Background: an optimization exercise with open tools, aiming at small area and a short achievable clock period. Do not read the settings as production practice.
RTL that was checked went through simulation tests only; none was proved equivalent to the original.

==> exp/maple: inputs <==
==> flow/design.v <==
module cpu_top(
    input wire clk,
    input wire rst,
    input wire control,
    input wire [31:0] instr,
    output wire [31:0] pc,
    output wire [6:0] seg1,
    output wire [6:0] seg2
);
    wire [6:0] op  = instr[6:0];
    wire [4:0] rd  = instr[11:7];
    wire [4:0] rs1 = instr[19:15];
    wire [4:0] rs2 = instr[24:20];
    wire is_r = (op == 7'b0110011);
    wire is_i = (op == 7'b0010011);
    wire is_s = (op == 7'b0100011);
    wire is_b = (op == 7'b1100011);
    wire is_j = (op == 7'b1101111);
    wire reg_write = is_r | is_i | is_s;
    reg [31:0] pc_reg;
    reg [31:0] regs [1:31];
    reg [31:1] valid;
    reg [31:0] a, b2;
    integer i;
    always @(*) begin
        a = 32'h0;
        b2 = 32'h0;
        for (i = 1; i < 32; i = i + 1) begin
            a  = a  | ({32{(rs1 == i) & valid[i]}} & regs[i]);
            b2 = b2 | ({32{(rs2 == i) & valid[i]}} & regs[i]);
        end
    end
    wire [31:0] imm_i = {{20{instr[31]}}, instr[31:20]};
    wire [31:0] imm_b = {{20{instr[31]}}, instr[7], instr[30:25], instr[11:8], 1'b0};
    wire [31:0] sum = a + (is_i ? imm_i : b2);
    wire [31:0] shl = a << b2[4:0];
    wire [31:0] wdata = is_s ? shl : sum;
    wire [7:0] xa = a[7:0];
    wire [7:0] ya = is_i ? imm_i[7:0] : b2[7:0];
    wire [7:0] ys = ~b2[7:0];
    wire [4:0] lo_a  = {1'b0, xa[3:0]} + {1'b0, ya[3:0]};
    wire [3:0] hi_a0 = xa[7:4] + ya[7:4];
    wire [3:0] hi_a1 = xa[7:4] + ya[7:4] + 4'd1;
    wire [4:0] lo_s  = {1'b0, xa[3:0]} + {1'b0, ys[3:0]} + 5'd1;
    wire [3:0] hi_s0 = xa[7:4] + ys[7:4];
    wire [3:0] hi_s1 = xa[7:4] + ys[7:4] + 4'd1;
    wire [7:0] shl8 = xa << b2[4:0];
    wire [6:0] s1_add = seg7(lo_a[3:0]);
    wire [6:0] s2_add = lo_a[4] ? seg7(hi_a1) : seg7(hi_a0);
    wire [6:0] s1_sub = seg7(lo_s[3:0]);
    wire [6:0] s2_sub = lo_s[4] ? seg7(hi_s1) : seg7(hi_s0);
    wire [6:0] s1_shl = seg7(shl8[3:0]);
    wire [6:0] s2_shl = seg7(shl8[7:4]);
    assign seg1 = is_s ? s1_shl : (is_b ? s1_sub : s1_add);
    assign seg2 = is_s ? s2_shl : (is_b ? s2_sub : s2_add);
    wire taken = is_b & (a != b2);
    wire [31:0] pc_next = is_j ? {pc_reg[31:28], instr[25:0], 2'b00}
                        : taken ? pc_reg + imm_b : pc_reg + 32'd4;
    always @(posedge clk or posedge rst) begin
        if (rst)
            pc_reg <= 32'h0;
        else if (control)
            pc_reg <= pc_next;
    end
    assign pc = pc_reg;
    integer k;
    always @(posedge clk or posedge rst) begin
        if (rst)
            valid <= 31'h0;
        else if (reg_write && rd != 5'd0)
            valid[rd] <= 1'b1;
    end
    always @(posedge clk) begin
        if (reg_write && rd != 5'd0)
            regs[rd] <= wdata;
    end
    function [6:0] seg7(input [3:0] d);
        case (d)
            4'h0: seg7 = 7'b1000000;
            4'h1: seg7 = 7'b1111001;
            4'h2: seg7 = 7'b0100100;
            4'h3: seg7 = 7'b0110000;
            4'h4: seg7 = 7'b0011001;
            4'h5: seg7 = 7'b0010010;
            4'h6: seg7 = 7'b0000010;
            4'h7: seg7 = 7'b1111000;
            4'h8: seg7 = 7'b0000000;
            4'h9: seg7 = 7'b0010000;
            4'hA: seg7 = 7'b0001000;
            4'hB: seg7 = 7'b0000011;
            4'hC: seg7 = 7'b1000110;
            4'hD: seg7 = 7'b0100001;
            4'hE: seg7 = 7'b0000110;
            default: seg7 = 7'b0001110;
        endcase
    endfunction
endmodule
==> flow/run.sh <==
#!/bin/bash
# synth_recipe.tcl (not shown) runs the flow's synth.tcl, then flattens the netlist and writes it again
# the make line also repeats each setting of config.mk as NAME=value (left out here)
make -C /OpenROAD-flow-scripts/flow DESIGN_CONFIG=/design/flow/config.mk WORK_HOME=/design/flow/orfs CLKGATE_MAP_FILE= SYNTH_SCRIPT=/design/flow/synth_recipe.tcl finish
==> flow/config.mk <==
export PLATFORM = sky130hd
export DESIGN_NAME = cpu_top
export DESIGN_NICKNAME = cpu_top
export VERILOG_FILES = /design/flow/design.v
export SDC_FILE = /design/flow/constraint.sdc
export NUM_CORES = 4
export LEC_CHECK = 0
export CAP_MARGIN = 20
export CORE_MARGIN = 2
export CORE_UTILIZATION = 65
export SETUP_SLACK_MARGIN = 2.5
export SLEW_MARGIN = 20
==> flow/constraint.sdc <==
create_clock -name core_clock -period 9.0 [get_ports {clk}]
set_input_delay 1.8000 -clock core_clock [delete_from_list [all_inputs] [get_ports {clk}]]
set_output_delay 1.8000 -clock core_clock [all_outputs]
set_load 0.01 [all_outputs]
==> inputs of exp/xenon, as changes to exp/maple <==
==> flow/design.v, changed modules only <==
module cpu_top(
    input wire clk,
    input wire rst,
    input wire control,
    input wire [31:0] instr,
    output wire [31:0] pc,
    output wire [6:0] seg1,
    output wire [6:0] seg2
);
    wire [6:0] op  = instr[6:0];
    wire [4:0] rd  = instr[11:7];
    wire [4:0] rs1 = instr[19:15];
    wire [4:0] rs2 = instr[24:20];
    wire is_r = (op == 7'b0110011);
    wire is_i = (op == 7'b0010011);
    wire is_s = (op == 7'b0100011);
    wire is_b = (op == 7'b1100011);
    wire is_j = (op == 7'b1101111);
    wire reg_write = is_r | is_i | is_s;
    reg [31:0] pc_reg;
    reg [31:0] regs [1:31];
    reg [31:1] valid;
    reg [31:0] a, b2;
    integer i;
    always @(*) begin
        a = 32'h0;
        b2 = 32'h0;
        for (i = 1; i < 32; i = i + 1) begin
            a  = a  | ({32{(rs1 == i) & valid[i]}} & regs[i]);
            b2 = b2 | ({32{(rs2 == i) & valid[i]}} & regs[i]);
        end
    end
    wire [31:0] imm_i = {{20{instr[31]}}, instr[31:20]};
    wire [31:0] imm_b = {{20{instr[31]}}, instr[7], instr[30:25], instr[11:8], 1'b0};
    wire [31:0] sum = a + (is_i ? imm_i : b2);
    wire [31:0] shl = a << b2[4:0];
    wire [7:0]  dif = a[7:0] - b2[7:0];
    wire [31:0] wdata = is_s ? shl : sum;
    wire [7:0]  disp = is_s ? shl[7:0] : (is_b ? dif : sum[7:0]);
    wire taken = is_b & (a != b2);
    wire [31:0] pc_next = is_j ? {pc_reg[31:28], instr[25:0], 2'b00}
                        : taken ? pc_reg + imm_b : pc_reg + 32'd4;
    always @(posedge clk or posedge rst) begin
        if (rst)
            pc_reg <= 32'h0;
        else if (control)
            pc_reg <= pc_next;
    end
    assign pc = pc_reg;
    integer k;
    always @(posedge clk or posedge rst) begin
        if (rst)
            valid <= 31'h0;
        else if (reg_write && rd != 5'd0)
            valid[rd] <= 1'b1;
    end
    always @(posedge clk) begin
        if (reg_write && rd != 5'd0)
            regs[rd] <= wdata;
    end
    function [6:0] seg7(input [3:0] d);
        case (d)
            4'h0: seg7 = 7'b1000000;
            4'h1: seg7 = 7'b1111001;
            4'h2: seg7 = 7'b0100100;
            4'h3: seg7 = 7'b0110000;
            4'h4: seg7 = 7'b0011001;
            4'h5: seg7 = 7'b0010010;
            4'h6: seg7 = 7'b0000010;
            4'h7: seg7 = 7'b1111000;
            4'h8: seg7 = 7'b0000000;
            4'h9: seg7 = 7'b0010000;
            4'hA: seg7 = 7'b0001000;
            4'hB: seg7 = 7'b0000011;
            4'hC: seg7 = 7'b1000110;
            4'hD: seg7 = 7'b0100001;
            4'hE: seg7 = 7'b0000110;
            default: seg7 = 7'b0001110;
        endcase
    endfunction
    assign seg1 = seg7(disp[3:0]);
    assign seg2 = seg7(disp[7:4]);
endmodule
--- a/flow/config.mk
+++ b/flow/config.mk
@@ -7,6 +7,6 @@
 export LEC_CHECK = 0
 export CAP_MARGIN = 20
 export CORE_MARGIN = 2
-export CORE_UTILIZATION = 65
-export SETUP_SLACK_MARGIN = 2.5
+export CORE_UTILIZATION = 40
+export SETUP_SLACK_MARGIN = 0.3
 export SLEW_MARGIN = 20
==> comparison table <==
| quantity | exp/maple | exp/xenon |
|---|---|---|
| Run status | stopped before the end | finished with violations |
| Last stage reached | 5_1_grt | - |
| Violated checks | - | antenna rules |
| Synth Area in Simple Gates | 0.202 | 0.215 |
| Post-detailed-placement cell area | 63500 um^2 | 63900 um^2 |
| HPWL after detailed placement | 200000 um | 267000 um |
| Cell area after technology mapping | 58300 um^2 | 57500 um^2 |
| Post-Place Cells | 6921 | 7476 |
| Post-synth net total | 5850 | 5480 |
| Area fraction in compound gates after synthesis | 0.149 | 0.143 |
| DIE WIDTH | 303 um | 383 um |
| Xor/xnor cell area share of the yosys netlist | 0.0180 | 0.0166 |
| Effective utilization at floorplan | 0.658 | 0.402 |
| Fraction of synthesized cell area taken by the top area cell type | 0.511 | 0.518 |
| Fraction of the mapped netlist area in adder cells | 0.0287 | 0.0215 |
| Synth cell types | 104 | 117 |
| Post-CTS Setup Inserts | 96 | 4 |
No functional check of the RTL was part of exp/xenon.

## port drivers added, routing unchanged
Ports are ideal in the flow. The routed layout listed here was re-timed in OpenROAD. Step 1, drivers: a clkbuf_16 drives clk and a buf_2 each remaining input, both assumed. Step 2 moves the port delays by t, midway between the first and last clock arrival at a register: inputs arrive t later, outputs are due t later. That takes back most of the time a late clock gives input paths. a / b / c = ideal ports / drivers / drivers and shift; a / b = the first two.
run: exp/xenon
t, ns: 0.867
setup WS [ns]: 0.420 / 0.394 / -0.138
worst setup path at the end: input to register
pins driven straight from the clock port: 1
The setup slack of exp/xenon moves by -0.026 ns with the drivers and by -0.558 ns with both steps.
